From an optimization exercise on the open Yosys and OpenROAD flow, aimed at small area; shortcuts taken in it are not production practice. At most, simulation tests tie the RTL to the original design; equivalence was not proved. Function not checked in run 2: the RTL went through the layout flow alone. Power and IR drop assume default switching activity.

==> flow/design.v (outline; a module is shown in full before it is edited, if it fits) <==
// module usbf_crc16: 34 lines
// module usbf_sie_rx: 278 lines
// module usbf_sie_tx: 215 lines
// module usbf_device_core: 446 lines
// module usb_desc: 177 lines
// module usb_uvc_core: 659 lines
// module ulpi_wrapper: 288 lines
// module frame: 125 lines
// module usb_uvc_top: 172 lines
module usb_uvc_top
(
     input           clk_i
    ,input           rst_i
    ,input  [  7:0]  ulpi_data_out_i
    ,input           ulpi_dir_i
    ,input           ulpi_nxt_i
    ,output [  7:0]  ulpi_data_in_o
    ,output          ulpi_stp_o
    ,output          fifo_wr_en_o
    ,output [  7:0]  fifo_wr_data_o
    ,output          fifo_rd_en_o
    ,input  [  7:0]  fifo_rd_data_i
    ,input  [ 11:0]  fifo_wnum_i
    ,input           fifo_aempty_i
    ,input           fifo_afull_i
    ,input           fifo_empty_i
);
  // ...
==> flow/flow/run.sh <==
#!/bin/bash
# Layout flow: the standard flow (standard.sh) with two changes.
#  1. Synthesis is the standard flow's own script (synth_recipe.tcl, ORFS synth.tcl) except
#     that the ABC call maps the logic with an area-oriented script
#     (flow/abc.script) in place of ORFS's speed script. The registers are
#     mapped before ABC runs, so they are the standard synthesis's.
#  2. The port buffers are buf_1 cells.
# Each tool's output is in orfs/logs/ (per step) and standard.log (make).
set -euo pipefail
W=$(pwd)
F=$W/flow
sed "s#^source \$::env(SCRIPTS_DIR)/synth_preamble.tcl\$#&\nset abc_args [lreplace \$abc_args 1 1 $F/abc.script]#" \
    "$FLOW_HOME/scripts/synth.tcl" > "$W/synth_area.tcl"
grep -q "$F/abc.script" "$W/synth_area.tcl"
sed "s#source \$::env(SCRIPTS_DIR)/synth.tcl#source $W/synth_area.tcl#" synth_recipe.tcl > "$W/synth_recipe_area.tcl"
grep -q "synth_area.tcl" "$W/synth_recipe_area.tcl"
export BUFFER_PORTS_ARGS="-buffer_cell sky130_fd_sc_hd__buf_1"
bash standard.sh SYNTH_SCRIPT="$W/synth_recipe_area.tcl" finish > "$W/standard.log" 2>&1
==> flow/flow/abc.script <==
strash
&get -n
&deepsyn -T 60
&put
dch -f
amap
&get -n
&st
&dch
&nf -R 1000
&put
&get -n
&st
&dch -f
&nf -R 1000 -p
&put
topo
==> flow/standard.sh <==
#!/bin/bash
# synth_recipe.tcl (not shown) runs the flow's synth.tcl, then flattens the netlist and writes it again
# the make line also repeats each setting of config.mk as NAME=value (left out here)
make -C /OpenROAD-flow-scripts/flow DESIGN_CONFIG=/design/flow/config.mk WORK_HOME=/design/flow/orfs CLKGATE_MAP_FILE= SYNTH_SCRIPT=/design/flow/synth_recipe.tcl "${@:-finish}"
==> flow/config.mk <==
export PLATFORM = sky130hd
export DESIGN_NAME = usb_uvc_top
export DESIGN_NICKNAME = usb_uvc_top
export VERILOG_FILES = /design/flow/design.v
export SDC_FILE = /design/flow/constraint.sdc
export NUM_CORES = 4
export LEC_CHECK = 0
export CAP_MARGIN = 20
export CORE_MARGIN = 2
export CORE_UTILIZATION = 60
export CTS_BUF_LIST = sky130_fd_sc_hd__clkbuf_8
export CTS_CLUSTER_DIAMETER = 60
export CTS_CLUSTER_SIZE = 14
export SLEW_MARGIN = 20
==> flow/constraint.sdc <==
create_clock -name core_clock -period 10.0 [get_ports {clk_i}]
set_input_delay 2.0000 -clock core_clock [delete_from_list [all_inputs] [get_ports {clk_i}]]
set_output_delay 2.0000 -clock core_clock [all_outputs]
set_load 0.01 [all_outputs]
==> flow_metrics.tcl, run 1 <==
set metrics [dict create \
    rsz0062_at_grt "no" \
    p_leak_nw 10.2 \
    multi_input_gates 1728 \
    clk_pin_slew_ns 0.09 \
    finalCriticalPeriod_ns 5.14 \
    hold_end "u_usb_uvc_core.u_core.sof_r2$_DFF_P_" \
    n_tap_cell 518 \
    cts_buffer_depth 3 \
    drt_first_pass_iters 6 \
    met2_length_um 26600 \
    die_y_um 201 \
    core_um2 38600 \
    routedWlPerCell_um 19.8 \
    hold_class "register to register" \
    finalSetupTns_ns 0 \
    outcome "no timing/DRC/antenna violations" \
    busiest_layer "met2" \
    fin_ws_ns 4.86 \
    ant_nets 0 \
    synth_seq_area_share_pct 53.3 \
    stdcell_count 2959 \
    buffer_area_share_pct 1.26 \
    area.growth.synth_to_final_pct 7.73 \
    critPathRequiredTime_ns 8.00 \
    synthArstFlopShare_pct 62.3 \
    vias_per_cell 6.29 \
    timing.hold.ws_ns 0.338 \
]
==> module usbf_sie_rx, before the edit <==
module usbf_sie_rx
(
     input           clk_i
    ,input           rst_i
    ,input           enable_i
    ,input  [  7:0]  utmi_data_i
    ,input           utmi_rxvalid_i
    ,input           utmi_rxactive_i
    ,input  [  6:0]  current_addr_i
    ,output [  2:0]  pid_o
    ,output          frame_valid_o
    ,output          token_valid_o
    ,output [  3:0]  token_ep_o
    ,output          handshake_valid_o
    ,output          data_valid_o
    ,output          data_strb_o
    ,output [  7:0]  data_o
    ,output          data_last_o
    ,output          data_crc_err_o
    ,output          data_complete_o
);
localparam STATE_W                       = 4;
localparam STATE_RX_IDLE                 = 4'd0;
localparam STATE_RX_TOKEN2               = 4'd1;
localparam STATE_RX_TOKEN3               = 4'd2;
localparam STATE_RX_TOKEN_COMPLETE       = 4'd3;
localparam STATE_RX_SOF2                 = 4'd4;
localparam STATE_RX_SOF3                 = 4'd5;
localparam STATE_RX_DATA                 = 4'd6;
localparam STATE_RX_DATA_COMPLETE        = 4'd7;
localparam STATE_RX_IGNORED              = 4'd8;
reg [STATE_W-1:0] state_q;
reg [7-1:0]        token_dev_q;
reg [4-1:0]         token_ep_q;
reg [2:0]                   token_pid_q;
function [2:0] rp_code;
    input [7:0] pid;
begin
    case (pid)
    8'h69:    rp_code = 3'd1;
    8'hE1:   rp_code = 3'd2;
    8'h2D: rp_code = 3'd3;
    8'hB4:  rp_code = 3'd4;
    8'hC3: rp_code = 3'd5;
    8'h4B: rp_code = 3'd6;
    8'hD2:   rp_code = 3'd7;
    default:    rp_code = 3'd0;
    endcase
end
endfunction
reg [31:0] data_buffer_q;
reg [3:0]  data_valid_q;
reg [3:0]  rx_active_q;
wire shift_en_w = (utmi_rxvalid_i & utmi_rxactive_i) || !utmi_rxactive_i;
always @ (posedge clk_i)
    data_buffer_q[31:24] <= utmi_data_i;
always @ (posedge clk_i)
if (shift_en_w)
    data_buffer_q[23:0] <= data_buffer_q[31:8];
always @ (posedge clk_i or posedge rst_i)
if (rst_i)
    data_valid_q <= 4'b0;
else if (shift_en_w)
    data_valid_q <= {(utmi_rxvalid_i & utmi_rxactive_i), data_valid_q[3:1]};
else
    data_valid_q <= {data_valid_q[3:1], 1'b0};
reg [1:0] data_crc_q;
always @ (posedge clk_i or posedge rst_i)
if (rst_i)
    data_crc_q <= 2'b0;
else if (shift_en_w)
    data_crc_q <= {!utmi_rxactive_i, data_crc_q[1]};
always @ (posedge clk_i or posedge rst_i)
if (rst_i)
    rx_active_q <= 4'b0;
else
    rx_active_q <= {utmi_rxactive_i, rx_active_q[3:1]};
wire [7:0] data_w       = data_buffer_q[7:0];
wire       data_ready_w = data_valid_q[0];
wire       crc_byte_w   = data_crc_q[0];
wire       rx_active_w  = rx_active_q[0];
wire       address_match_w = (token_dev_q == current_addr_i);
reg [STATE_W-1:0] next_state_r;
always @ *
begin
    next_state_r = state_q;
    case (state_q)
    STATE_RX_IDLE :
    begin
       if (data_ready_w)
       begin
           case (data_w)
              8'hE1, 8'h69, 8'h2D, 8'hB4:
                    next_state_r  = STATE_RX_TOKEN2;
              8'hA5:
                    next_state_r  = STATE_RX_SOF2;
              8'hC3, 8'h4B, 8'h87, 8'h0F:
              begin
                    next_state_r  = STATE_RX_DATA;
              end
              8'hD2, 8'h5A, 8'h1E, 8'h96:
                    next_state_r  = STATE_RX_IDLE;
              default :  
                    next_state_r  = STATE_RX_IGNORED;
           endcase
       end
    end
    STATE_RX_IGNORED :
    begin
        if (!rx_active_w)
           next_state_r = STATE_RX_IDLE;
    end
    STATE_RX_SOF2 :
    begin
       if (data_ready_w)
           next_state_r = STATE_RX_SOF3;
       else if (!rx_active_w)
           next_state_r = STATE_RX_IDLE;
    end
    STATE_RX_SOF3 :
    begin
       if (data_ready_w || !rx_active_w)
           next_state_r = STATE_RX_IDLE;
    end
    STATE_RX_TOKEN2 :
    begin
       if (data_ready_w)
           next_state_r = STATE_RX_TOKEN3;
       else if (!rx_active_w)
           next_state_r = STATE_RX_IDLE;
    end
    STATE_RX_TOKEN3 :
    begin
       if (data_ready_w)
           next_state_r = STATE_RX_TOKEN_COMPLETE;
       else if (!rx_active_w)
           next_state_r = STATE_RX_IDLE;
    end
    STATE_RX_TOKEN_COMPLETE :
    begin
        next_state_r  = STATE_RX_IDLE;
    end
    STATE_RX_DATA :
    begin
       if (crc_byte_w)
            next_state_r = STATE_RX_DATA_COMPLETE;
    end
    STATE_RX_DATA_COMPLETE :
    begin
        if (!rx_active_w)
            next_state_r = STATE_RX_IDLE;
    end
    default :
       ;
    endcase
end
always @ (posedge clk_i or posedge rst_i)
if (rst_i)
    state_q   <= STATE_RX_IDLE;
else if (!enable_i)
    state_q   <= STATE_RX_IDLE;
else
    state_q   <= next_state_r;
reg handshake_valid_q;
always @ (posedge clk_i or posedge rst_i)
if (rst_i)
    handshake_valid_q <= 1'b0;
else if (state_q == STATE_RX_IDLE && data_ready_w)
begin
    case (data_w)
    8'hD2, 8'h5A, 8'h1E, 8'h96:
        handshake_valid_q <= address_match_w;
    default :
        handshake_valid_q <= 1'b0;
    endcase
end
else
    handshake_valid_q <= 1'b0;
assign handshake_valid_o = handshake_valid_q;
reg frame_valid_q;
always @ (posedge clk_i or posedge rst_i)
if (rst_i)
    frame_valid_q <= 1'b0;
else
    frame_valid_q <= (state_q == STATE_RX_SOF3 && data_ready_w);
assign frame_valid_o = frame_valid_q;
always @ (posedge clk_i or posedge rst_i)
if (rst_i)
    token_pid_q <= 3'd0;
else if (state_q == STATE_RX_IDLE && data_ready_w)
    token_pid_q <= rp_code(data_w);
else if (!enable_i)
    token_pid_q <= 3'd0;
assign pid_o = token_pid_q;
reg token_valid_q;
always @ (posedge clk_i or posedge rst_i)
if (rst_i)
    token_valid_q <= 1'b0;
else
    token_valid_q <= (state_q == STATE_RX_TOKEN_COMPLETE) && address_match_w;
assign token_valid_o = token_valid_q;
always @ (posedge clk_i or posedge rst_i)
if (rst_i)
    token_dev_q <= 7'b0;
else if (state_q == STATE_RX_TOKEN2 && data_ready_w)
    token_dev_q <= data_w[6:0];
else if (!enable_i)
    token_dev_q <= 7'b0;
always @ (posedge clk_i or posedge rst_i)
if (rst_i)
    token_ep_q      <= 4'b0;
else if (state_q == STATE_RX_TOKEN2 && data_ready_w)
    token_ep_q[0]   <= data_w[7];
else if (state_q == STATE_RX_TOKEN3 && data_ready_w)
    token_ep_q[3:1] <= data_w[2:0];
else if (!enable_i)
    token_ep_q      <= 4'b0;
assign token_ep_o = token_ep_q;
wire [7:0] input_data_w  = data_w;
wire       input_ready_w = state_q == STATE_RX_DATA && data_ready_w && !crc_byte_w;
reg [15:0]  crc_sum_q;
wire [15:0] crc_out_w;
reg         crc_err_q;
usbf_crc16
u_crc16
(
    .crc_in_i(crc_sum_q),
    .din_i(data_w),
    .crc_out_o(crc_out_w)
);
always @ (posedge clk_i)
if (state_q == STATE_RX_IDLE)
    crc_sum_q   <= 16'hFFFF;
else if (data_ready_w)
    crc_sum_q   <= crc_out_w;
always @ (posedge clk_i)
if (state_q == STATE_RX_DATA_COMPLETE && next_state_r == STATE_RX_IDLE)
    crc_err_q   <= (crc_sum_q != 16'hB001);
assign data_crc_err_o = crc_err_q;
reg data_complete_q;
always @ (posedge clk_i or posedge rst_i)
if (rst_i)
    data_complete_q   <= 1'b0;
else if (state_q == STATE_RX_DATA_COMPLETE && next_state_r == STATE_RX_IDLE)
    data_complete_q   <= 1'b1;
else
    data_complete_q   <= 1'b0;
assign data_complete_o = data_complete_q;
reg data_zlp_q;
always @ (posedge clk_i)
if (state_q == STATE_RX_IDLE && next_state_r == STATE_RX_DATA)
    data_zlp_q   <= 1'b1;
else if (input_ready_w)
    data_zlp_q   <= 1'b0;
reg        valid_q;
reg        last_q;
reg [7:0]  data_q;
reg        mask_q;
always @ (posedge clk_i or posedge rst_i)
if (rst_i)
begin
    valid_q  <= 1'b0;
    mask_q   <= 1'b0;
    last_q   <= 1'b0;
end
else
begin
    valid_q  <= input_ready_w || ((state_q == STATE_RX_DATA) && crc_byte_w && data_zlp_q);
    mask_q   <= input_ready_w;
    last_q   <= (state_q == STATE_RX_DATA) && crc_byte_w;
end
always @ (posedge clk_i)
    data_q   <= input_data_w;
assign data_valid_o = valid_q;
assign data_strb_o  = mask_q;
assign data_o       = data_q;
assign data_last_o  = last_q | crc_byte_w;
endmodule
==> module usbf_sie_tx, before the edit <==
module usbf_sie_tx
(
     input           clk_i
    ,input           rst_i
    ,input           enable_i
    ,input           chirp_i
    ,input           utmi_txready_i
    ,input           tx_valid_i
    ,input  [  2:0]  tx_pid_i
    ,input           data_valid_i
    ,input           data_strb_i
    ,input  [  7:0]  data_i
    ,input           data_last_i
    ,output [  7:0]  utmi_data_o
    ,output          utmi_txvalid_o
    ,output          tx_accept_o
    ,output          data_accept_o
);
localparam STATE_W                       = 3;
localparam STATE_TX_IDLE                 = 3'd0;
localparam STATE_TX_PID                  = 3'd1;
localparam STATE_TX_DATA                 = 3'd2;
localparam STATE_TX_CRC1                 = 3'd3;
localparam STATE_TX_CRC2                 = 3'd4;
localparam STATE_TX_DONE                 = 3'd5;
localparam STATE_TX_CHIRP                = 3'd6;
reg [STATE_W-1:0] state_q;
reg [STATE_W-1:0] next_state_r;
reg data_pid_q;
reg data_zlp_q;
always @ (posedge clk_i or posedge rst_i)
if (rst_i)
begin
    data_pid_q <= 1'b0;
    data_zlp_q <= 1'b0;
end
else if (!enable_i)
begin
    data_pid_q <= 1'b0;
    data_zlp_q <= 1'b0;
end
else if (tx_valid_i && tx_accept_o)
begin
    data_pid_q <= tx_pid_i[2];
    data_zlp_q <= tx_pid_i[2] && data_valid_i && (data_strb_i == 1'b0) && data_last_i;
end
else if (next_state_r == STATE_TX_CRC1)
begin
    data_pid_q <= 1'b0;
    data_zlp_q <= 1'b0;
end
assign tx_accept_o = (state_q == STATE_TX_IDLE);
always @ *
begin
    next_state_r = state_q;
    case (state_q)
    STATE_TX_IDLE :
    begin
        if (chirp_i)
            next_state_r  = STATE_TX_CHIRP;
        else if (tx_valid_i)
            next_state_r  = STATE_TX_PID;
    end
    STATE_TX_PID :
    begin
        if (utmi_txready_i)
        begin
            if (data_zlp_q)
                next_state_r = STATE_TX_CRC1;
            else if (data_pid_q)
                next_state_r = STATE_TX_DATA;
            else
                next_state_r = STATE_TX_DONE;
        end
    end
    STATE_TX_DATA :
    begin
        if (utmi_txready_i)
        begin
            if (data_last_i)
                next_state_r  = STATE_TX_CRC1;
        end
    end
    STATE_TX_CRC1 :
    begin
        if (utmi_txready_i)
            next_state_r  = STATE_TX_CRC2;
    end
    STATE_TX_CRC2 :
    begin
        if (utmi_txready_i)
            next_state_r  = STATE_TX_DONE;
    end
    STATE_TX_DONE :
    begin
        if (!utmi_txvalid_o || utmi_txready_i)
            next_state_r  = STATE_TX_IDLE;
    end
    STATE_TX_CHIRP :
    begin
        if (!chirp_i)
            next_state_r  = STATE_TX_IDLE;
    end
    default :
       ;
    endcase
    if (!enable_i && !chirp_i)
        next_state_r  = STATE_TX_IDLE;
end
always @ (posedge clk_i or posedge rst_i)
if (rst_i)
    state_q   <= STATE_TX_IDLE;
else
    state_q   <= next_state_r;
reg       input_valid_r;
reg [7:0] input_byte_r;
reg       input_last_r;
always @ *
begin
    input_valid_r = data_strb_i & data_pid_q;
    input_byte_r  = data_i;
    input_last_r  = data_last_i;
end
reg data_accept_r;
always @ *
begin
    if (state_q == STATE_TX_DATA)
        data_accept_r = utmi_txready_i;
    else if (state_q == STATE_TX_PID && data_zlp_q)
        data_accept_r = utmi_txready_i;
    else
        data_accept_r = 1'b0;
end
assign data_accept_o = data_accept_r;
reg [15:0]  crc_sum_q;
wire [15:0] crc_out_w;
reg         crc_err_q;
usbf_crc16
u_crc16
(
    .crc_in_i(crc_sum_q),
    .din_i(utmi_data_o),
    .crc_out_o(crc_out_w)
);
always @ (posedge clk_i)
if (state_q == STATE_TX_IDLE)
    crc_sum_q   <= 16'hFFFF;
else if (state_q == STATE_TX_DATA && utmi_txvalid_o && utmi_txready_i)
    crc_sum_q   <= crc_out_w;
reg       valid_q;
reg [2:0] data_q;      
reg [7:0] pid_byte_w;
always @ *
    case (data_q)
    3'd1: pid_byte_w = 8'h1E;
    3'd2:   pid_byte_w = 8'h5A;
    3'd3:   pid_byte_w = 8'hD2;
    3'd4: pid_byte_w = 8'hC3;
    3'd5: pid_byte_w = 8'h4B;
    3'd6: pid_byte_w = 8'h87;
    default:   pid_byte_w = 8'h00;
    endcase
always @ (posedge clk_i or posedge rst_i)
if (rst_i)
begin
    valid_q <= 1'b0;
end
else if (!enable_i)
begin
    valid_q <= 1'b0;
end
else if (tx_valid_i && tx_accept_o)
begin
    valid_q <= 1'b1;
end
else if (utmi_txready_i)
begin
    valid_q <= 1'b0;
end
always @ (posedge clk_i)
if (tx_valid_i && tx_accept_o)
    data_q  <= tx_pid_i;
reg       utmi_txvalid_r;
reg [7:0] utmi_data_r;
always @ *
begin
    if (state_q == STATE_TX_CHIRP)
    begin
        utmi_txvalid_r = 1'b1;
        utmi_data_r    = 8'b0;
    end
    else if (state_q == STATE_TX_CRC1)
    begin
        utmi_txvalid_r = 1'b1;
        utmi_data_r    = crc_sum_q[7:0] ^ 8'hFF;
    end
    else if (state_q == STATE_TX_CRC2)
    begin
        utmi_txvalid_r = 1'b1;
        utmi_data_r    = crc_sum_q[15:8] ^ 8'hFF;
    end
    else if (state_q == STATE_TX_DATA)
    begin
        utmi_txvalid_r = data_valid_i;
        utmi_data_r    = data_i;
    end
    else
    begin
        utmi_txvalid_r = valid_q;
        utmi_data_r    = pid_byte_w;
    end
end
assign utmi_txvalid_o = utmi_txvalid_r;
assign utmi_data_o    = utmi_data_r;
endmodule
==> module usbf_device_core, before the edit <==
module usbf_device_core
(
     input           clk_i
    ,input           rst_i
    ,input           usb_rst_i
    ,input  [  7:0]  utmi_data_i
    ,input           utmi_txready_i
    ,input           utmi_rxvalid_i
    ,input           utmi_rxactive_i
    ,input           reg_chirp_en_i
    ,input  [  6:0]  reg_dev_addr_i
    ,input           ep0_stall_i
    ,input           ep0_tx_data_valid_i
    ,input           ep0_tx_data_strb_i
    ,input  [  7:0]  ep0_tx_data_i
    ,input           ep0_tx_data_last_i
    ,input           ep2_stall_i
    ,input           ep2_tx_data_valid_i
    ,input           ep2_tx_data_strb_i
    ,input  [  7:0]  ep2_tx_data_i
    ,input           ep2_tx_data_last_i
    ,input  [  1:0]  iso_pid_init_i
    ,output          intr_o
    ,output [  7:0]  utmi_data_o
    ,output          utmi_txvalid_o
    ,output          rx_strb_o
    ,output [  7:0]  rx_data_o
    ,output          rx_last_o
    ,output          ep0_rx_setup_o
    ,output          ep0_rx_valid_o
    ,output          ep0_tx_data_accept_o
    ,output          ep2_tx_data_accept_o
    ,output          reg_sts_rst_o
    ,output          txact_o
);
localparam STATE_RX_IDLE                 = 3'd0;
localparam STATE_RX_DATA                 = 3'd1;
localparam STATE_RX_DATA_READY           = 3'd2;
localparam STATE_RX_DATA_IGNORE          = 3'd3;
localparam STATE_TX_DATA                 = 3'd4;
localparam STATE_TX_DATA_COMPLETE        = 3'd5;
localparam STATE_TX_HANDSHAKE            = 3'd6;
localparam STATE_TX_CHIRP                = 3'd7;
reg [2:0] state_q;
wire usb_rst_w = usb_rst_i;
wire                    frame_valid_w;
wire [3:0]              token_ep_w;
wire [2:0]              token_pid_w;
wire                    token_valid_w;
wire                    rx_data_valid_w;
wire                    rx_data_complete_w;
wire                    rx_crc_err_w;
wire                    rx_handshake_w;
reg                     tx_data_valid_r;
reg                     tx_data_strb_r;
reg  [7:0]              tx_data_r;
reg                     tx_data_last_r;
wire                    tx_data_accept_w;
reg                     tx_valid_q;
reg [2:0]               tx_pid_q;
reg [1:0]               tx_iso_pid_sel;
wire                    tx_accept_w;
reg                     rx_space_q;
reg                     rx_enable_q;
reg                     rx_setup_q;
reg                     ep0_out_data_bit_q;
reg                     ep0_in_data_bit_q;
reg                     ep1_out_data_bit_q;
reg                     ep3_out_data_bit_q;
reg [6:0]               current_addr_q;
wire ep0_w = (token_ep_w == 4'd0);
wire ep1_w = (token_ep_w == 4'd1);
wire ep2_w = (token_ep_w == 4'd2);
wire ep3_w = (token_ep_w == 4'd3);
usbf_sie_tx
u_sie_tx
(
    .clk_i(clk_i),
    .rst_i(rst_i),
    .enable_i(~usb_rst_w),
    .chirp_i(reg_chirp_en_i),
    .utmi_data_o(utmi_data_o),
    .utmi_txvalid_o(utmi_txvalid_o),
    .utmi_txready_i(utmi_txready_i),
    .tx_valid_i(tx_valid_q),
    .tx_pid_i(tx_pid_q),
    .tx_accept_o(tx_accept_w),
    .data_valid_i(tx_data_valid_r),
    .data_strb_i(tx_data_strb_r),
    .data_i(tx_data_r),
    .data_last_i(tx_data_last_r),
    .data_accept_o(tx_data_accept_w)
);
always @ *
begin
    tx_data_valid_r = 1'b0;
    tx_data_strb_r  = 1'b0;
    tx_data_r       = 8'b0;
    tx_data_last_r  = 1'b0;
    if (ep0_w)
    begin
        tx_data_valid_r = ep0_tx_data_valid_i;
        tx_data_strb_r  = ep0_tx_data_strb_i;
        tx_data_r       = ep0_tx_data_i;
        tx_data_last_r  = ep0_tx_data_last_i;
    end
    else if (ep2_w)
    begin
        tx_data_valid_r = ep2_tx_data_valid_i;
        tx_data_strb_r  = ep2_tx_data_strb_i;
        tx_data_r       = ep2_tx_data_i;
        tx_data_last_r  = ep2_tx_data_last_i;
    end
end
assign ep0_tx_data_accept_o = tx_data_accept_w & ep0_w;
assign ep2_tx_data_accept_o = tx_data_accept_w & ep2_w;
wire rx_space_r     = ep0_w;
wire tx_ready_r     = (ep0_w & ep0_tx_data_valid_i) | (ep2_w & ep2_tx_data_valid_i);
wire out_data_bit_r = (ep0_w & ep0_out_data_bit_q) | (ep1_w & ep1_out_data_bit_q) |
                      (ep3_w & ep3_out_data_bit_q);
wire in_data_bit_r  = ep0_in_data_bit_q;    
wire ep_stall_r     = (ep0_w & ep0_stall_i) | (ep2_w & ep2_stall_i);
wire ep_iso_r       = ep2_w;
always @ (posedge clk_i or posedge rst_i)
if (rst_i)
    rx_space_q <= 1'b0;
else if (state_q == STATE_RX_IDLE)
    rx_space_q <= rx_space_r;
usbf_sie_rx
u_sie_rx
(
    .clk_i(clk_i),
    .rst_i(rst_i),
    .enable_i(~usb_rst_w && ~reg_chirp_en_i),
    .utmi_data_i(utmi_data_i),
    .utmi_rxvalid_i(utmi_rxvalid_i),
    .utmi_rxactive_i(utmi_rxactive_i),
    .current_addr_i(current_addr_q),
    .pid_o(token_pid_w),
    .frame_valid_o(frame_valid_w),
    .token_valid_o(token_valid_w),
    .token_ep_o(token_ep_w),
    .handshake_valid_o(rx_handshake_w),
    .data_valid_o(rx_data_valid_w),
    .data_strb_o(rx_strb_o),
    .data_o(rx_data_o),
    .data_last_o(rx_last_o),
    .data_complete_o(rx_data_complete_w),
    .data_crc_err_o(rx_crc_err_w)
);
assign ep0_rx_valid_o = rx_enable_q & rx_data_valid_w & ep0_w;
assign ep0_rx_setup_o = rx_setup_q & ep0_w;
reg [2:0] next_state_r;
assign txact_o = state_q == STATE_TX_DATA;
wire pid_mismatch_w = (token_pid_w == 3'd5 &&  out_data_bit_r) ||
                      (token_pid_w == 3'd6 && !out_data_bit_r);
always @ *
begin
    next_state_r = state_q;
    case (state_q)
    STATE_RX_IDLE :
    begin
        if (token_valid_w)
        begin
            if (token_pid_w == 3'd1)
            begin
                if (ep_stall_r)
                    next_state_r  = STATE_TX_HANDSHAKE;
                else if (tx_ready_r)
                    next_state_r  = STATE_TX_DATA;
                else
                    next_state_r  = STATE_TX_HANDSHAKE;
            end
            else if (token_pid_w == 3'd4)
                next_state_r  = STATE_TX_HANDSHAKE;
            else if (token_pid_w == 3'd2)
            begin
                if (ep_stall_r)
                    next_state_r  = STATE_RX_DATA_IGNORE;
                else if (rx_space_r)
                    next_state_r  = STATE_RX_DATA;
                else
                    next_state_r  = STATE_RX_DATA_IGNORE;
            end
            else if (token_pid_w == 3'd3)
            begin
                if (rx_space_r)
                    next_state_r  = STATE_RX_DATA;
                else
                    next_state_r  = STATE_RX_DATA_IGNORE;
            end
        end
        else if (reg_chirp_en_i)
            next_state_r  = STATE_TX_CHIRP;
    end
    STATE_RX_DATA :
    begin
        if (pid_mismatch_w && !ep_iso_r)
            next_state_r  = STATE_RX_DATA_IGNORE;
        else if (rx_data_valid_w && rx_last_o)
            next_state_r  = STATE_RX_DATA_READY;
    end
    STATE_RX_DATA_IGNORE :
    begin
        if (rx_data_valid_w && rx_last_o)
            next_state_r  = STATE_RX_DATA_READY;
    end
    STATE_RX_DATA_READY :
    begin
        if (rx_data_complete_w)
        begin
            if (rx_crc_err_w)
                next_state_r  = STATE_RX_IDLE;
            else if (ep_iso_r)
                next_state_r  = STATE_RX_IDLE;
            else
                next_state_r  = STATE_TX_HANDSHAKE;
        end
    end
    STATE_TX_DATA :
    begin
        if (!tx_valid_q || tx_accept_w)
            if (tx_data_valid_r && tx_data_last_r && tx_data_accept_w)
                next_state_r  = STATE_TX_DATA_COMPLETE;
    end
    STATE_TX_DATA_COMPLETE :
        next_state_r  = STATE_RX_IDLE;
    STATE_TX_HANDSHAKE :
    begin
        if (tx_accept_w)
            next_state_r  = STATE_RX_IDLE;
    end
    default :  
    begin
        if (!reg_chirp_en_i)
            next_state_r  = STATE_RX_IDLE;
    end
    endcase
    if (usb_rst_w && !reg_chirp_en_i)
        next_state_r  = STATE_RX_IDLE;
end
always @ (posedge clk_i or posedge rst_i)
if (rst_i)
    state_q   <= STATE_RX_IDLE;
else
    state_q   <= next_state_r;
reg         tx_valid_r;
reg [2:0]   tx_pid_r;
always @ *
begin
    tx_valid_r = 1'b0;
    tx_pid_r   = 3'd0;
    case (state_q)
    STATE_RX_IDLE :
    begin
        if (token_valid_w)
        begin
            if (token_pid_w == 3'd1)
            begin
                tx_valid_r = 1'b1;
                if (ep_stall_r)
                    tx_pid_r   = 3'd1;
                else if (tx_ready_r)
                begin
                    if (ep_iso_r)
                        case (tx_iso_pid_sel)
                        2'd1:    tx_pid_r = 3'd5;
                        2'd2:    tx_pid_r = 3'd6;
                        default: tx_pid_r = 3'd4;
                        endcase
                    else
                        tx_pid_r   = in_data_bit_r ? 3'd5 : 3'd4;
                end
                else
                    tx_pid_r   = 3'd2;
            end
            else if (token_pid_w == 3'd4)
            begin
                tx_valid_r = 1'b1;
                if (ep_stall_r)
                    tx_pid_r   = 3'd1;
                else if (rx_space_r)
                    tx_pid_r   = 3'd3;
                else
                    tx_pid_r   = 3'd2;
            end
        end
    end
    STATE_RX_DATA_READY :
    begin
       if (rx_data_complete_w && !rx_crc_err_w && !ep_iso_r)
       begin
            tx_valid_r = 1'b1;
            if (ep_stall_r)
                tx_pid_r   = 3'd1;
            else if (pid_mismatch_w)
                tx_pid_r   = 3'd3;
            else if (!rx_space_q)
                tx_pid_r   = 3'd2;
            else
                tx_pid_r   = 3'd3;
       end
    end
    STATE_TX_CHIRP :
        tx_valid_r = 1'b1;
    default :
       ;
    endcase
end
always @ (posedge clk_i or posedge rst_i)
if (rst_i)
    tx_valid_q <= 1'b0;
else if (!tx_valid_q || tx_accept_w)
    tx_valid_q <= tx_valid_r;
always @ (posedge clk_i)
if (!tx_valid_q || tx_accept_w)
    tx_pid_q   <= tx_pid_r;
always @ (posedge clk_i or posedge rst_i)
if (rst_i)
    rx_enable_q <= 1'b0;
else if (usb_rst_w || reg_chirp_en_i)
    rx_enable_q <= 1'b0;
else
    rx_enable_q <= (state_q == STATE_RX_DATA);
always @ (posedge clk_i or posedge rst_i)
if (rst_i)
    rx_setup_q <= 1'b0;
else if (usb_rst_w || reg_chirp_en_i)
    rx_setup_q <= 1'b0;
else
    rx_setup_q <= (state_q == STATE_RX_IDLE) && token_valid_w && (token_pid_w == 3'd3) && ep0_w;
reg addr_update_pending_q;
reg sent_status_zlp_q;
wire ep0_tx_zlp_w = ep0_tx_data_valid_i && !ep0_tx_data_strb_i &&
                    ep0_tx_data_last_i && ep0_tx_data_accept_o;
wire addr_ack_w = sent_status_zlp_q && addr_update_pending_q && rx_handshake_w &&
                  token_pid_w == 3'd7;
always @ (posedge clk_i or posedge rst_i)
if (rst_i)
    sent_status_zlp_q   <= 1'b0;
else if (usb_rst_w)
    sent_status_zlp_q   <= 1'b0;
else if (ep0_tx_zlp_w)
    sent_status_zlp_q   <= 1'b1;
else if (rx_handshake_w)
    sent_status_zlp_q   <= 1'b0;
always @ (posedge clk_i or posedge rst_i)
if (rst_i)
    addr_update_pending_q   <= 1'b0;
else if (addr_ack_w || usb_rst_w)
    addr_update_pending_q   <= 1'b0;
else if (reg_dev_addr_i != current_addr_q)
    addr_update_pending_q   <= 1'b1;
always @ (posedge clk_i or posedge rst_i)
if (rst_i)
    current_addr_q  <= 7'b0;
else if (addr_ack_w)
    current_addr_q  <= reg_dev_addr_i;
reg new_out_bit_r;
reg new_in_bit_r;
always @ *
begin
    new_out_bit_r = out_data_bit_r;
    new_in_bit_r  = in_data_bit_r;
    case (state_q)
    STATE_RX_DATA_READY :
    begin
       if (rx_data_complete_w && !rx_crc_err_w && !ep_iso_r && !ep_stall_r &&
           !pid_mismatch_w && rx_space_q)
            new_out_bit_r = !out_data_bit_r;
    end
    STATE_RX_IDLE :
    begin
        if (token_valid_w)
        begin
            if (token_pid_w == 3'd3)
            begin
                new_out_bit_r = 1'b0;
                new_in_bit_r  = 1'b1;
            end
        end
        else if (rx_handshake_w && token_pid_w == 3'd7)
            new_in_bit_r = !in_data_bit_r;
    end
    default:
        ;
    endcase
end
always @ (posedge clk_i or posedge rst_i)
if (rst_i)
begin
    ep0_out_data_bit_q <= 1'b0;
    ep0_in_data_bit_q  <= 1'b0;
end
else if (usb_rst_w)
begin
    ep0_out_data_bit_q <= 1'b0;
    ep0_in_data_bit_q  <= 1'b0;
end
else if (ep0_w)
begin
    ep0_out_data_bit_q <= new_out_bit_r;
    ep0_in_data_bit_q  <= new_in_bit_r;
end
always @ (posedge clk_i or posedge rst_i)
if (rst_i)
    ep1_out_data_bit_q <= 1'b0;
else if (usb_rst_w)
    ep1_out_data_bit_q <= 1'b0;
else if (ep1_w)
    ep1_out_data_bit_q <= new_out_bit_r;
always @ (posedge clk_i or posedge rst_i)
if (rst_i)
    ep3_out_data_bit_q <= 1'b0;
else if (usb_rst_w)
    ep3_out_data_bit_q <= 1'b0;
else if (ep3_w)
    ep3_out_data_bit_q <= new_out_bit_r;
reg sof_r1;
reg sof_r2;
always @ (posedge clk_i) begin
    sof_r1 <= frame_valid_w;
    sof_r2 <= sof_r1;
end
always @ (posedge clk_i or posedge rst_i)
if (rst_i)
    tx_iso_pid_sel <= 2'b0;
else if (sof_r2)
    tx_iso_pid_sel <= iso_pid_init_i;
else if (ep_iso_r & tx_data_valid_r & tx_data_last_r & tx_data_accept_w)
    tx_iso_pid_sel <= (tx_iso_pid_sel == 2'd2) ? 2'd1 : 2'd0;
reg rst_event_q;
always @ (posedge clk_i or posedge rst_i)
if (rst_i)
    rst_event_q <= 1'b0;
else
    rst_event_q <= usb_rst_w;
assign reg_sts_rst_o = rst_event_q;
reg intr_q;
always @ (posedge clk_i or posedge rst_i)
if (rst_i)
    intr_q <= 1'b0;
else
    intr_q <= frame_valid_w | (!rst_event_q && usb_rst_w);
assign intr_o = intr_q;
endmodule
==> module frame, before the edit <==
module frame
(
    input              CLK_I     ,
    input              RST_I     ,
    input              FIFO_AFULL_I,
    input              FIFO_EMPTY_I,
    input              SOF_I     ,
    output [7:0]       DATA_O    ,
    output             DVAL_O    ,
    output [7:0]       FRAME_O   ,
    output [31:0]      PTS_O     ,
    output             PTS_VLD_O
);
localparam L_PKT_END = 17'h06A37;    
localparam L_LAST    = 17'h152C7;    
reg sof_d0;
reg sof_d1;
always @(posedge CLK_I or posedge RST_I)
    if (RST_I) begin
        sof_d0 <= 1'b0;
        sof_d1 <= 1'b0;
    end else begin
        sof_d0 <= SOF_I;
        sof_d1 <= sof_d0;
    end
wire sof_rise = sof_d0 & ~sof_d1;
reg [31:0] pts;
always @(posedge CLK_I or posedge RST_I)
    if (RST_I) pts <= 32'd0;
    else       pts <= pts + 32'd1;
reg [31:0] pts_reg;
reg        pts_vld;      
reg [1:0]  cnt_lo;       
reg [16:0] cnt_hi;
reg [4:0]  bar_q;        
reg [1:0]  col_q;        
reg        frame_valid;
reg        fr0;
reg        pkt_end;
reg        dval;
reg [7:0]  dout;
reg [6:0]  sof_cnt;
assign DATA_O  = dout;
assign DVAL_O  = dval;
assign FRAME_O = {6'b000011, pkt_end, fr0};
assign PTS_O   = pts_reg;
assign PTS_VLD_O = pts_vld;
always @(posedge CLK_I or posedge RST_I)
    if (RST_I)
        pkt_end <= 1'b0;
    else if (cnt_lo == 2'd1 && cnt_hi == L_PKT_END)
        pkt_end <= 1'b1;
    else if (~frame_valid)
        pkt_end <= 1'b0;
wire       last_w   = (cnt_lo == 2'd3 && cnt_hi == L_LAST);
wire       bar_end  = (bar_q == 5'd19);
wire [1:0] col_inc  = (col_q == 2'd2) ? 2'd0 : col_q + 2'd1;
reg [7:0] pix_r;
always @(*)
    case (col_q)
    2'd0:    case (cnt_lo)
             2'd0: pix_r = 8'h20; 2'd1: pix_r = 8'h60;
             2'd2: pix_r = 8'h20; default: pix_r = 8'hDC;
             endcase
    2'd2:    case (cnt_lo)
             2'd0: pix_r = 8'h10; 2'd1: pix_r = 8'hD0;
             2'd2: pix_r = 8'h10; default: pix_r = 8'h70;
             endcase
    default: pix_r = 8'h00;
    endcase
always @(posedge CLK_I or posedge RST_I)
    if (RST_I) begin
        frame_valid <= 1'b0;
        dval        <= 1'b0;
        cnt_lo      <= 2'd0;
        cnt_hi      <= 17'd0;
        bar_q       <= 5'd0;
        col_q       <= 2'd0;
        fr0         <= 1'b0;
        pts_vld     <= 1'b0;
    end else if (frame_valid) begin
        if (!FIFO_AFULL_I) begin
            dval <= 1'b1;
            if (cnt_lo == 2'd3) begin
                if (bar_end) begin
                    bar_q <= 5'd0;
                    col_q <= col_inc;
                end else
                    bar_q <= bar_q + 5'd1;
            end
            if (last_w) begin
                frame_valid <= 1'b0;
                cnt_lo      <= 2'd0;
                cnt_hi      <= 17'd0;
                fr0         <= ~fr0;
            end else begin
                cnt_lo <= cnt_lo + 2'd1;
                if (cnt_lo == 2'd3)
                    cnt_hi <= {cnt_hi[15:0], ~(cnt_hi[16] ^ cnt_hi[13])};
            end
        end else
            dval <= 1'b0;
    end else begin
        if ((sof_cnt == 7'd0) && sof_rise && FIFO_EMPTY_I) begin
            if (bar_end) begin
                bar_q <= 5'd0;
                col_q <= col_inc;
            end else
                bar_q <= bar_q + 5'd1;
            frame_valid <= 1'b1;
            pts_vld     <= 1'b1;
        end
        dval <= 1'b0;
    end
always @(posedge CLK_I)
    dout <= pix_r;
always @(posedge CLK_I or posedge RST_I)
    if (RST_I)
        sof_cnt <= 7'd0;
    else if (sof_rise)
        sof_cnt <= (sof_cnt >= 7'd103) ? 7'd0 : sof_cnt + 7'd1;
always @(posedge CLK_I)
    if (!frame_valid && (sof_cnt == 7'd0) && sof_rise && FIFO_EMPTY_I)
        pts_reg <= pts;
endmodule
==> module usb_uvc_top, before the edit <==
module usb_uvc_top
(
     input           clk_i
    ,input           rst_i
    ,input  [  7:0]  ulpi_data_out_i
    ,input           ulpi_dir_i
    ,input           ulpi_nxt_i
    ,output [  7:0]  ulpi_data_in_o
    ,output          ulpi_stp_o
    ,output          fifo_wr_en_o
    ,output [  7:0]  fifo_wr_data_o
    ,output          fifo_rd_en_o
    ,input  [  7:0]  fifo_rd_data_i
    ,input  [ 11:0]  fifo_wnum_i
    ,input           fifo_aempty_i
    ,input           fifo_afull_i
    ,input           fifo_empty_i
);
wire  [  7:0]  utmi_data_out_w;
wire  [  7:0]  usb_rx_data_w;
wire           usb_tx_accept_w;
wire           enable_w = 1'h1;
wire           sof;
wire  [  1:0]  utmi_xcvrselect_w;
wire           utmi_termselect_w;
wire           utmi_rxvalid_w;
wire  [  1:0]  utmi_op_mode_w;
wire  [  7:0]  utmi_data_in_w;
wire           utmi_rxerror_w;
wire           utmi_rxactive_w;
wire  [  1:0]  utmi_linestate_w;
wire           usb_tx_valid_w;
wire           usb_rx_accept_w;
wire           utmi_dppulldown_w;
wire  [  7:0]  usb_tx_data_w;
wire           usb_rx_valid_w;
wire           utmi_txready_w;
wire           utmi_txvalid_w;
wire           utmi_dmpulldown_w;
wire [7:0]     usb_txdat;
reg  [9:0]     txdat_len;
reg            usb_txval;
wire           usb_txact;
reg  [1:0]     iso_pid_sel;
wire [7:0]     frame_idx;
wire [31:0]    frame_pts;
wire           frame_pts_vld;
wire fifo_afull;
wire fifo_aempty;
wire fifo_empty;
wire [7:0]  fifo_rdat;
wire        fifo_rden;
wire [11:0] fifo_wnum;
usb_uvc_core
u_usb_uvc_core
(
     .clk_i(clk_i)
    ,.rst_i(rst_i)
    ,.enable_i(enable_w)
    ,.utmi_data_in_i(utmi_data_in_w)
    ,.utmi_txready_i(utmi_txready_w)
    ,.utmi_rxvalid_i(utmi_rxvalid_w)
    ,.utmi_rxactive_i(utmi_rxactive_w)
    ,.utmi_rxerror_i(utmi_rxerror_w)
    ,.utmi_linestate_i(utmi_linestate_w)
    ,.inport_valid_i(usb_tx_valid_w)
    ,.inport_data_i(usb_tx_data_w)
    ,.inport_len_i(txdat_len)
    ,.iso_pid_sel_i(iso_pid_sel)
    ,.frame_i(frame_idx)
    ,.pts_i(frame_pts)
    ,.pts_vld_i(frame_pts_vld)
    ,.utmi_data_out_o(utmi_data_out_w)
    ,.utmi_txvalid_o(utmi_txvalid_w)
    ,.utmi_op_mode_o(utmi_op_mode_w)
    ,.utmi_xcvrselect_o(utmi_xcvrselect_w)
    ,.utmi_termselect_o(utmi_termselect_w)
    ,.utmi_dppulldown_o(utmi_dppulldown_w)
    ,.utmi_dmpulldown_o(utmi_dmpulldown_w)
    ,.inport_accept_o(usb_tx_accept_w)
    ,.txact_o(usb_txact)
    ,.sof_o(sof)
);
ulpi_wrapper
u_usb_phy
(
     .ulpi_clk60_i(clk_i)
    ,.ulpi_rst_i(rst_i)
    ,.ulpi_data_out_i(ulpi_data_out_i)
    ,.ulpi_dir_i(ulpi_dir_i)
    ,.ulpi_nxt_i(ulpi_nxt_i)
    ,.utmi_data_out_i(utmi_data_out_w)
    ,.utmi_txvalid_i(utmi_txvalid_w)
    ,.utmi_op_mode_i(utmi_op_mode_w)
    ,.utmi_xcvrselect_i(utmi_xcvrselect_w)
    ,.utmi_termselect_i(utmi_termselect_w)
    ,.utmi_dppulldown_i(utmi_dppulldown_w)
    ,.utmi_dmpulldown_i(utmi_dmpulldown_w)
    ,.ulpi_data_in_o(ulpi_data_in_o)
    ,.ulpi_stp_o(ulpi_stp_o)
    ,.utmi_data_in_o(utmi_data_in_w)
    ,.utmi_txready_o(utmi_txready_w)
    ,.utmi_rxvalid_o(utmi_rxvalid_w)
    ,.utmi_rxactive_o(utmi_rxactive_w)
    ,.utmi_rxerror_o(utmi_rxerror_w)
    ,.utmi_linestate_o(utmi_linestate_w)
);
always @(posedge clk_i or posedge rst_i) begin
    if(rst_i) begin
                iso_pid_sel <= 2'd2; 
    end
    else begin
                if (sof) begin
                    if (fifo_afull) begin
                        iso_pid_sel <= 2'd2; 
                    end
                    else if (fifo_aempty) begin
                        iso_pid_sel <= 2'd0; 
                    end
                    else begin
                        iso_pid_sel <= 2'd1; 
                    end
                end
    end
end
wire [7:0] frame_data;
wire frame_dval;
assign usb_tx_data_w = fifo_rdat[7:0];
assign fifo_rden = usb_txact & usb_tx_accept_w;
frame u_frame
(
     .CLK_I       (clk_i     )       
    ,.RST_I       (rst_i     )       
    ,.FIFO_AFULL_I(fifo_afull)      
    ,.FIFO_EMPTY_I(fifo_empty)      
    ,.SOF_I       (sof       )      
    ,.DATA_O      (frame_data)      
    ,.DVAL_O      (frame_dval)      
    ,.FRAME_O     (frame_idx )
    ,.PTS_O       (frame_pts )
    ,.PTS_VLD_O   (frame_pts_vld)
);
assign fifo_wr_en_o   = frame_dval;
assign fifo_wr_data_o = frame_data;
assign fifo_rd_en_o   = fifo_rden;
assign fifo_rdat      = fifo_rd_data_i;
assign fifo_wnum      = fifo_wnum_i;
assign fifo_aempty    = fifo_aempty_i;
assign fifo_afull     = fifo_afull_i;
assign fifo_empty     = fifo_empty_i;
assign usb_tx_valid_w = ~fifo_empty;
always@(posedge clk_i or posedge rst_i) begin
    if (rst_i)
        txdat_len <= 10'd0;
    else if(usb_txact)
        txdat_len <= txdat_len;
    else begin
        if (fifo_afull)
            txdat_len <= 10'd1023;
        else begin
            if (frame_dval)
                txdat_len <= 10'd0;
            else if (fifo_empty)
                txdat_len <= 10'd0;
            else if (fifo_aempty)
                txdat_len <= fifo_wnum + 10'd11;
            else
                txdat_len <= 10'd1023;
        end
    end
end
endmodule
==> inputs of run 2 (changes only) <==
--- a/flow/design.v
+++ b/flow/design.v
@@ -263,11 +263,17 @@
     .crc_out_o(crc_out_w)
 );
-always @ (posedge clk_i)
-if (state_q == STATE_RX_IDLE)
+always @ (posedge clk_i or posedge rst_i)
+if (rst_i)
+    crc_sum_q   <= 16'hFFFF;
+else if (state_q == STATE_RX_IDLE)
     crc_sum_q   <= 16'hFFFF;
 else if (data_ready_w)
     crc_sum_q   <= crc_out_w;
-always @ (posedge clk_i)
-if (state_q == STATE_RX_DATA_COMPLETE && next_state_r == STATE_RX_IDLE)
+always @ (posedge clk_i or posedge rst_i)
+if (rst_i)
+    crc_err_q   <= 1'b0;
+else if (state_q == STATE_RX_IDLE)
+    crc_err_q   <= 1'b0;
+else if (state_q == STATE_RX_DATA_COMPLETE && next_state_r == STATE_RX_IDLE)
     crc_err_q   <= (crc_sum_q != 16'hB001);
 assign data_crc_err_o = crc_err_q;
@@ -282,6 +288,8 @@
 assign data_complete_o = data_complete_q;
 reg data_zlp_q;
-always @ (posedge clk_i)
-if (state_q == STATE_RX_IDLE && next_state_r == STATE_RX_DATA)
+always @ (posedge clk_i or posedge rst_i)
+if (rst_i)
+    data_zlp_q   <= 1'b0;
+else if (state_q == STATE_RX_IDLE && next_state_r == STATE_RX_DATA)
     data_zlp_q   <= 1'b1;
 else if (input_ready_w)
@@ -455,6 +463,8 @@
     .crc_out_o(crc_out_w)
 );
-always @ (posedge clk_i)
-if (state_q == STATE_TX_IDLE)
+always @ (posedge clk_i or posedge rst_i)
+if (rst_i)
+    crc_sum_q   <= 16'hFFFF;
+else if (state_q == STATE_TX_IDLE)
     crc_sum_q   <= 16'hFFFF;
 else if (state_q == STATE_TX_DATA && utmi_txvalid_o && utmi_txready_i)
@@ -477,20 +487,21 @@
 begin
     valid_q <= 1'b0;
+    data_q  <= 3'd0;
 end
 else if (!enable_i)
 begin
     valid_q <= 1'b0;
+    data_q  <= 3'd0;
 end
 else if (tx_valid_i && tx_accept_o)
 begin
     valid_q <= 1'b1;
+    data_q  <= tx_pid_i;
 end
 else if (utmi_txready_i)
 begin
     valid_q <= 1'b0;
+    data_q  <= 3'd0;
 end
-always @ (posedge clk_i)
-if (tx_valid_i && tx_accept_o)
-    data_q  <= tx_pid_i;
 reg       utmi_txvalid_r;
 reg [7:0] utmi_data_r;
@@ -837,10 +848,13 @@
 always @ (posedge clk_i or posedge rst_i)
 if (rst_i)
+begin
     tx_valid_q <= 1'b0;
+    tx_pid_q   <= 3'd0;
+end
 else if (!tx_valid_q || tx_accept_w)
+begin
     tx_valid_q <= tx_valid_r;
-always @ (posedge clk_i)
-if (!tx_valid_q || tx_accept_w)
     tx_pid_q   <= tx_pid_r;
+end
 always @ (posedge clk_i or posedge rst_i)
 if (rst_i)
@@ -1166,5 +1180,4 @@
     ,input  [  7:0]  frame_i
     ,input  [ 31:0]  pts_i
-    ,input           pts_vld_i
     ,output [  7:0]  utmi_data_out_o
     ,output          utmi_txvalid_o
@@ -1184,11 +1197,9 @@
 localparam STATE_FULLSPEED               = 3'd4;
 localparam STATE_HIGHSPEED               = 3'd5;
+localparam DETACH_TIME    = 20'd60000;
+localparam ATTACH_FS_TIME = 20'd180000;
+localparam CHIRPK_TIME    = 20'd246000;
 localparam HS_RESET_TIME  = 20'd600000;
 localparam SUSPEND_TIME   = 20'd180000;
-localparam L_DETACH_TIME    = 21'h1CD0C2;
-localparam L_ATTACH_FS_TIME = 21'h1134A1;
-localparam L_CHIRPK_TIME    = 21'h09CCC6;
-localparam L_HS_RESET_TIME  = 21'h076E15;
-localparam L_RESUME_TIME    = 21'h1557FF;
 reg [2:0]  state_q;
 reg [2:0]  next_state_r;
@@ -1211,5 +1222,5 @@
     STATE_IDLE:
     begin
-        if (enable_i && tmr_q == L_DETACH_TIME)
+        if (enable_i && tmr_q[19:0] >= DETACH_TIME)
             next_state_r = STATE_WAIT_RST;
     end
@@ -1219,5 +1230,5 @@
         utmi_xcvrselect_r = 2'd1;
         utmi_termselect_r = 1'b1;
-        if (tmr_q == L_ATTACH_FS_TIME)
+        if (tmr_q[19:0] >= ATTACH_FS_TIME)
             next_state_r = STATE_SEND_CHIRP_K;
     end
@@ -1226,5 +1237,5 @@
         utmi_op_mode_r    = 2'd2;
         utmi_termselect_r = 1'b1;
-        if (tmr_q == L_CHIRPK_TIME)
+        if (tmr_q[19:0] >= CHIRPK_TIME)
             next_state_r = STATE_WAIT_CHIRP_JK;
     end
@@ -1235,5 +1246,5 @@
         if (chirp_count_q >= 3'd5)
             next_state_r = STATE_HIGHSPEED;
-        else if (tmr_q == L_HS_RESET_TIME)
+        else if (tmr_q[19:0] >= HS_RESET_TIME)
             next_state_r = STATE_FULLSPEED;
     end
@@ -1243,5 +1254,5 @@
         utmi_xcvrselect_r = 2'd1;
         utmi_termselect_r = 1'b1;
-        if (tmr_q == L_RESUME_TIME)
+        if (tmr_q[20])
             next_state_r = STATE_HIGHSPEED;
         else if (susp_q >= HS_RESET_TIME)
@@ -1273,5 +1284,5 @@
     tmr_q <= 21'd0;
 else
-    tmr_q <= {tmr_q[19:0], ~(tmr_q[20] ^ tmr_q[18])};
+    tmr_q <= tmr_q + 21'd1;
 always @(posedge clk_i or posedge rst_i)
 if (rst_i)
@@ -1292,5 +1303,8 @@
 end
 wire usb_rst_w = susp_wrap_q | (|susp_q[19:14]);
-always @ (posedge clk_i)
+always @ (posedge clk_i or posedge rst_i)
+if (rst_i)
+    last_linestate_q   <= 2'b0;
+else
     last_linestate_q   <= utmi_linestate_i;
 always @ (posedge clk_i or posedge rst_i)
@@ -1400,6 +1414,17 @@
 reg       status_ready_q;
 wire      setup_wr_w = ep0_rx_valid_w && rx_strb_w;
-always @ (posedge clk_i)
-if (ep0_rx_setup_w)
+always @ (posedge clk_i or posedge rst_i)
+if (rst_i)
+begin
+    rt_dir_q  <= 1'b0;
+    rt_type_q <= 2'b0;
+    rt_rcp1_q <= 1'b0;
+    rq_q      <= RQ_NOP;
+    wvl_q     <= 8'b0;
+    wvh_q     <= 2'b0;
+    wil1_q    <= 1'b0;
+    wLength   <= 16'b0;
+end
+else if (ep0_rx_setup_w)
 begin
     rt_dir_q  <= 1'b0;
@@ -1647,4 +1672,5 @@
 begin
     ctrl_sending_q  <= 1'b0;
+    ctrl_send_idx_q <= 16'b0;
     ctrl_txvalid_q  <= 1'b0;
     ctrl_txdata_q   <= 8'b0;
@@ -1652,4 +1678,5 @@
     ctrl_txlast_q   <= 1'b0;
     ctrl_txstall_q  <= 1'b0;
+    desc_addr_q     <= 8'b0;
     ctrl_resp_q     <= 1'b0;
 end
@@ -1657,4 +1684,5 @@
 begin
     ctrl_sending_q  <= 1'b0;
+    ctrl_send_idx_q <= 16'b0;
     ctrl_txvalid_q  <= 1'b0;
     ctrl_txdata_q   <= 8'b0;
@@ -1662,4 +1690,5 @@
     ctrl_txlast_q   <= 1'b0;
     ctrl_txstall_q  <= 1'b0;
+    desc_addr_q     <= 8'b0;
     ctrl_resp_q     <= 1'b0;
 end
@@ -1667,4 +1696,5 @@
 begin
     ctrl_sending_q  <= ctrl_sending_r;
+    ctrl_send_idx_q <= ctrl_send_idx_r;
     ctrl_txvalid_q  <= ctrl_txvalid_r;
     ctrl_txdata_q   <= ctrl_txdata_r;
@@ -1672,22 +1702,12 @@
     ctrl_txlast_q   <= ctrl_txlast_r;
     ctrl_txstall_q  <= ctrl_txstall_r;
-    if (ctrl_resp_q && ~ctrl_sending_r)
-        ctrl_resp_q     <= 1'b0;
-    else
-        ctrl_resp_q     <= ctrl_resp_r;
-end
-always @ (posedge clk_i or posedge rst_i)
-if (rst_i)
-begin
-    ctrl_send_idx_q <= 16'b0;
-    desc_addr_q     <= 8'b0;
-end
-else
-begin
-    ctrl_send_idx_q <= ctrl_send_idx_r;
     if (setup_valid_q)
         desc_addr_q     <= desc_addr_r;
     else if (ctrl_sending_r && ctrl_send_accept_w)
         desc_addr_q     <= desc_addr_q + 8'd1;
+    if (ctrl_resp_q && ~ctrl_sending_r)
+        ctrl_resp_q     <= 1'b0;
+    else
+        ctrl_resp_q     <= ctrl_resp_r;
 end
 assign ep0_tx_data_valid_w = ctrl_txvalid_q;
@@ -1769,15 +1789,4 @@
 assign ep2_tx_stall_w      = inport_len_i == 0;
 assign inport_accept_o     = !inport_valid_q | (ep2_tx_data_accept_w & ~pkt_head);
-reg [7:0] pts_b;
-always @ (*)
-begin
-    case ({~inport_cnt_q[1], inport_cnt_q[0]})
-    2'd0:    pts_b = pts_i[7:0];
-    2'd1:    pts_b = pts_i[15:8];
-    2'd2:    pts_b = pts_i[23:16];
-    default: pts_b = pts_i[31:24];
-    endcase
-    pts_b = pts_b & {8{pts_vld_i}};
-end
 always @ (*)
 if (pkt_head && inport_cnt_q[9:4] == 6'd0)
@@ -1785,12 +1794,12 @@
         4'd0 : ep2_tx_data_r = HERADER_LEN;
         4'd1 : ep2_tx_data_r = frame_i;
-        4'd2 : ep2_tx_data_r = pts_b;
-        4'd3 : ep2_tx_data_r = pts_b;
-        4'd4 : ep2_tx_data_r = pts_b;
-        4'd5 : ep2_tx_data_r = pts_b;
-        4'd6 : ep2_tx_data_r = pts_b;
-        4'd7 : ep2_tx_data_r = pts_b;
-        4'd8 : ep2_tx_data_r = pts_b;
-        4'd9 : ep2_tx_data_r = pts_b;
+        4'd2 : ep2_tx_data_r = pts_i[7:0];
+        4'd3 : ep2_tx_data_r = pts_i[15:8];
+        4'd4 : ep2_tx_data_r = pts_i[23:16];
+        4'd5 : ep2_tx_data_r = pts_i[31:24];
+        4'd6 : ep2_tx_data_r = pts_i[7:0];
+        4'd7 : ep2_tx_data_r = pts_i[15:8];
+        4'd8 : ep2_tx_data_r = pts_i[23:16];
+        4'd9 : ep2_tx_data_r = pts_i[31:24];
         4'd10: ep2_tx_data_r = sofCounts[7:0];
         4'd11: ep2_tx_data_r = {5'd0,sofCounts[10:8]};
@@ -2106,9 +2115,8 @@
     output             DVAL_O    ,
     output [7:0]       FRAME_O   ,
-    output [31:0]      PTS_O     ,
-    output             PTS_VLD_O
+    output [31:0]      PTS_O
 );
-localparam L_PKT_END = 17'h06A37;    
-localparam L_LAST    = 17'h152C7;    
+localparam FRAME_SIZE = 480 * 361 * 2;           
+localparam PKT_END_TH = FRAME_SIZE - 3072 - 12;  
 reg sof_d0;
 reg sof_d1;
@@ -2127,7 +2135,5 @@
     else       pts <= pts + 32'd1;
 reg [31:0] pts_reg;
-reg        pts_vld;      
-reg [1:0]  cnt_lo;       
-reg [16:0] cnt_hi;
+reg [18:0] cnt_q;        
 reg [4:0]  bar_q;        
 reg [1:0]  col_q;        
@@ -2142,13 +2148,12 @@
 assign FRAME_O = {6'b000011, pkt_end, fr0};
 assign PTS_O   = pts_reg;
-assign PTS_VLD_O = pts_vld;
 always @(posedge CLK_I or posedge RST_I)
     if (RST_I)
         pkt_end <= 1'b0;
-    else if (cnt_lo == 2'd1 && cnt_hi == L_PKT_END)
+    else if (cnt_q > PKT_END_TH)
         pkt_end <= 1'b1;
     else if (~frame_valid)
         pkt_end <= 1'b0;
-wire       last_w   = (cnt_lo == 2'd3 && cnt_hi == L_LAST);
+wire       last_w   = (cnt_q == FRAME_SIZE - 1);
 wire       bar_end  = (bar_q == 5'd19);
 wire [1:0] col_inc  = (col_q == 2'd2) ? 2'd0 : col_q + 2'd1;
@@ -2156,9 +2161,9 @@
 always @(*)
     case (col_q)
-    2'd0:    case (cnt_lo)
+    2'd0:    case (cnt_q[1:0])
              2'd0: pix_r = 8'h20; 2'd1: pix_r = 8'h60;
              2'd2: pix_r = 8'h20; default: pix_r = 8'hDC;
              endcase
-    2'd2:    case (cnt_lo)
+    2'd2:    case (cnt_q[1:0])
              2'd0: pix_r = 8'h10; 2'd1: pix_r = 8'hD0;
              2'd2: pix_r = 8'h10; default: pix_r = 8'h70;
@@ -2170,14 +2175,13 @@
         frame_valid <= 1'b0;
         dval        <= 1'b0;
-        cnt_lo      <= 2'd0;
-        cnt_hi      <= 17'd0;
+        cnt_q       <= 19'd0;
         bar_q       <= 5'd0;
         col_q       <= 2'd0;
         fr0         <= 1'b0;
-        pts_vld     <= 1'b0;
+        pts_reg     <= 32'd0;
     end else if (frame_valid) begin
         if (!FIFO_AFULL_I) begin
             dval <= 1'b1;
-            if (cnt_lo == 2'd3) begin
+            if (cnt_q[1:0] == 2'd3) begin
                 if (bar_end) begin
                     bar_q <= 5'd0;
@@ -2188,12 +2192,8 @@
             if (last_w) begin
                 frame_valid <= 1'b0;
-                cnt_lo      <= 2'd0;
-                cnt_hi      <= 17'd0;
+                cnt_q       <= 19'd0;
                 fr0         <= ~fr0;
-            end else begin
-                cnt_lo <= cnt_lo + 2'd1;
-                if (cnt_lo == 2'd3)
-                    cnt_hi <= {cnt_hi[15:0], ~(cnt_hi[16] ^ cnt_hi[13])};
-            end
+            end else
+                cnt_q <= cnt_q + 19'd1;
         end else
             dval <= 1'b0;
@@ -2206,5 +2206,5 @@
                 bar_q <= bar_q + 5'd1;
             frame_valid <= 1'b1;
-            pts_vld     <= 1'b1;
+            pts_reg     <= pts;
         end
         dval <= 1'b0;
@@ -2217,7 +2217,4 @@
     else if (sof_rise)
         sof_cnt <= (sof_cnt >= 7'd103) ? 7'd0 : sof_cnt + 7'd1;
-always @(posedge CLK_I)
-    if (!frame_valid && (sof_cnt == 7'd0) && sof_rise && FIFO_EMPTY_I)
-        pts_reg <= pts;
 endmodule
 module usb_uvc_top
@@ -2267,5 +2264,4 @@
 wire [7:0]     frame_idx;
 wire [31:0]    frame_pts;
-wire           frame_pts_vld;
 wire fifo_afull;
 wire fifo_aempty;
@@ -2292,5 +2288,4 @@
     ,.frame_i(frame_idx)
     ,.pts_i(frame_pts)
-    ,.pts_vld_i(frame_pts_vld)
     ,.utmi_data_out_o(utmi_data_out_w)
     ,.utmi_txvalid_o(utmi_txvalid_w)
@@ -2361,5 +2356,4 @@
     ,.FRAME_O     (frame_idx )
     ,.PTS_O       (frame_pts )
-    ,.PTS_VLD_O   (frame_pts_vld)
 );
 assign fifo_wr_en_o   = frame_dval;
@@ -2373,5 +2367,5 @@
 assign usb_tx_valid_w = ~fifo_empty;
 always@(posedge clk_i or posedge rst_i) begin
-    if (rst_i)
+    if (rst_i) 
         txdat_len <= 10'd0;
     else if(usb_txact)
==> flow/run.sh (new file) <==
#!/bin/bash
# synth_recipe.tcl (not shown) runs the flow's synth.tcl, then flattens the netlist and writes it again
# the make line also repeats each setting of config.mk as NAME=value (left out here)
make -C /OpenROAD-flow-scripts/flow DESIGN_CONFIG=/design/flow/config.mk WORK_HOME=/design/flow/orfs CLKGATE_MAP_FILE= SYNTH_SCRIPT=/design/flow/synth_recipe.tcl finish
--- a/flow/config.mk
+++ b/flow/config.mk
@@ -8,7 +8,7 @@
 export CAP_MARGIN = 20
 export CORE_MARGIN = 2
-export CORE_UTILIZATION = 60
-export CTS_BUF_LIST = sky130_fd_sc_hd__clkbuf_8
+export CORE_UTILIZATION = 40
+export CTS_BUF_LIST = sky130_fd_sc_hd__clkbuf_16
 export CTS_CLUSTER_DIAMETER = 60
-export CTS_CLUSTER_SIZE = 14
+export CTS_CLUSTER_SIZE = 22
 export SLEW_MARGIN = 20
removed: flow/flow/run.sh
removed: flow/flow/abc.script
removed: flow/standard.sh
==> run 2 against run 1 <==
Effect of this change:
- via count is 17% higher
- clock skew is 0.0093 ns lower
- cell count rose by 27%
- count of clock-buffer cells in the layout shrank 5
- maximum frequency shrank 9.9%
- critical path depth shrank 1
- critical endpoint unchanged
- highest routed layer is now met5
==> flow_metrics.tcl, run 2 <==
set metrics [dict create \
    outcome "no timing/DRC/antenna violations" \
    pre_cts_ws_ns 4.93 \
    drt_first_pass_iters 6 \
    fin_ws_ns 4.30 \
    worstSetupEndpointType "primary output" \
    synth_top_area_cell "dfrtp_1" \
    tightest_slew_ns 1.13 \
    cp_slowest_cell "dfrtp_1" \
    period_share_pct 57.0 \
    drc 0 \
    setup_viol 0 \
    ys_ff_latch 495 \
    synthArstFlopShare_pct 84.0 \
    ir_worst_vdd_mv 0.144 \
    grt_max_degree 170 \
    internal_power_w 0.00320 \
    start_util_pct 40.5 \
    gp_congestion 0.886 \
    p_sw_w 0.00128 \
    clk_latency_ns 0.59 \
    hold_class "register to register" \
    reg2reg_from "u_usb_uvc_core.u_core.u_sie_tx.state_q[1]$_DFF_PP0_" \
    worst_clock_skew_ns 0.0264 \
    ant_nets 0 \
    finalSetupTns_ns 0 \
    die_area_um2 70400 \
    area.growth.synth_to_final_pct 9.19 \
    hold_depth 0 \
    finalCriticalPeriod_ns 5.70 \
    clk_pin_slew_ns 0.09 \
    ys_top_cells_by_count "378 x dfrtp_1, 336 x nand2_1, 251 x nor2_1" \
    p_seq_share_pct 50.6 \
    worstSetupStartpoint "u_usb_uvc_core.u_core.u_sie_tx.state_q[1]$_DFF_PP0_" \
    cts_tree "yes" \
    critPathMaxFanout 34 \
    synthDistinctLibCells 108 \
    rows 95 \
    synth_edf_count 55 \
    p_sw_share_pct 28.5 \
    timing.slew.headroom_pct 24.8 \
    cts_buffer_depth 3 \
    syn-cell-area_um2 27300 \
    syn-instance-count 2901 \
    vias_per_cell 5.77 \
    postCtsSetupBuffers 0 \
    fp.dieW_um 265 \
    p_leak_nw 12.3 \
    cp_data_arrival_time_ns 3.70 \
    core_um2 67400 \
    max_freq_ghz 0.176 \
    num-nets-final 2958 \
    combPwrFrac_pct 11.2 \
    synth_most_common_cell "dfrtp_1" \
    insertedDiodeCount 0 \
    crit_top_cell "nor2b_1" \
    clock-sinks 495 \
    die_y_um 265 \
    cts_resized 0 \
    routedWlPerCell_um 18.2 \
    rsz0062_at_grt "no" \
    ys_top_cells_by_area "dfrtp_1 35%, edfxtp_1 6.0%, nand2_1 4.6%" \
    min_from "u_usb_uvc_core.u_core.sof_r1$_DFF_P_" \
    p_total_w 0.00448 \
    io-pin-count 54 \
    critPathRequiredTime_ns 8.00 \
    numCtsBuffers 41 \
    largest_reg_flops 64 \
    grt-ovfl-total 0 \
    drtIter0Drc 2108 \
    cts_hold_buf 0 \
    synth_seq_area_share_pct 46.1 \
]
[run 2: cell types whose count changed in the layout (fill, tap and decap cells not counted), moves of 44 or more]
cell	before	now
and2_0	44	0
mux2_2	0	61
clkinv_1	71	3
dfxtp_1	93	24
dfrtp_1	303	375
o21ai_0	123	183
buf_1	49	0
clkdlybuf4s50_1	0	49
inv_1	23	87
clkbuf_8	48	0
xnor2_1	72	122
nand2_1	207	336
[run 2: worst paths after layout]
| path | end |
|---|---|
| max | fifo_rd_en_o |
| min | u_usb_uvc_core.u_core.sof_r2$_DFF_P_ |
| max reg2reg | u_usb_uvc_core.u_core.u_sie_tx.crc_sum_q[0]$_DFFE_PP1P_ |
| min reg2reg | u_usb_uvc_core.u_core.sof_r2$_DFF_P_ |
| max in group asynchronous | u_usb_uvc_core.inport_cnt_q[2]$_DFFE_PP0P_ |
| min in group asynchronous | u_usb_uvc_core.susp_q[13]$_DFF_PP0_ |
[run 2: logic make-up (layout without fill, tap and decap cells)]
family                     after synthesis  after routing  share of synthesized area (%)
AOI/OAI and AO/OA                      691            691                           16.3
DFF                                    495            495                           46.1
and+or+nand+nor                       1073           1073                           19.2
xor gates and xnor gates               219            219                           7.33
other                                    1              3                         0.0137
muxes                                  107            107                           4.26
adders and majority gates               69             69                           3.15
buffers and inverters                  246            230                           3.71
[run 2: layout make-up]
cell class | count | area [µm²]
well taps | 873 | 1090
clock buffers | 43 | 1080
fillers | 6347 | 37600
clock inverters | 32 | 347
inverters | 87 | 330
multi-input cells | 2162 | 13700
flip-flops and latches | 495 | 12600
repair buffers | 68 | 658
[run 2: power by group through the flow]
stage / logic (W) / clock network, W / registers, W
final: 0.000500 / 0.00171 / 0.00227
after global routing: 0.000563 / 0.00185 / 0.00228
after CTS: 0.000503 / 0.00177 / 0.00226
after detailed placement: 0.000498 / 0 / 0.00230
after global placement: 0.000490 / 0 / 0.00230
after floorplan: 0.000403 / 0 / 0.00223
[run 2: critical path, delay by kind of cell (launching register included)]
kind	cells	cell delay [ns]
flip-flops	1	0.95
AO/OA/AOI/OAI	1	0.34
buffers and inverters	1	0.55
AND/OR/NAND/NOR	5	1.27
[run 2: metal layers]
layer  vias up  routed length (µm)  global-route usage, %
li1      10300                   -                      -
met1     10700               31400                   27.2
met2       531               32200                   31.8
met3       109                3290                   2.50
met4         2                1450                   4.67
met5         -                  15                      0
[run 2: per-stage QoR]
| stage | utilization, % | cell area, µm² | hold slack [ns] | instances |
|---|---|---|---|---|
| after floorplan | - | 27300 | 0.310 | 2903 |
| after global placement | 42.1 | 28400 | 0.314 | 3685 |
| after detailed placement | 42.1 | 28400 | 0.320 | 3685 |
| after CTS | 44.3 | 29800 | 0.341 | 3760 |
| after global routing | 44.3 | 29800 | 0.350 | 3760 |
| final | 44.3 | 29800 | 0.338 | 3760 |

==> separate check: timing with driven ports <==
No port has a modelled driver above. Below, the same layouts with a new extraction and two added sets of constraints. Step 1 assumes that a clkbuf_16 drives the clock port and a buf_2 every other input. Step 2, shift: input delay + t, output delay - t, t = (earliest + latest rising clock arrival at the registers) / 2. This alone moves slack from input paths to output paths. a / b / c = no drivers / after step 1 / after step 2; a / b = the first two.
| run | t (ns) | slack for setup (ns) | worst register clock-pin slew, ns | cell pins on the clock port's net |
|---|---|---|---|---|
| run 1 | 0.694 | 4.865 / 4.812 / 5.506 | 0.10 / 0.10 | 1 |
| run 2 | 0.641 | 4.303 / 4.242 / 4.883 | 0.09 / 0.09 | 1 |
After both steps setup and hold are still met in every run listed.
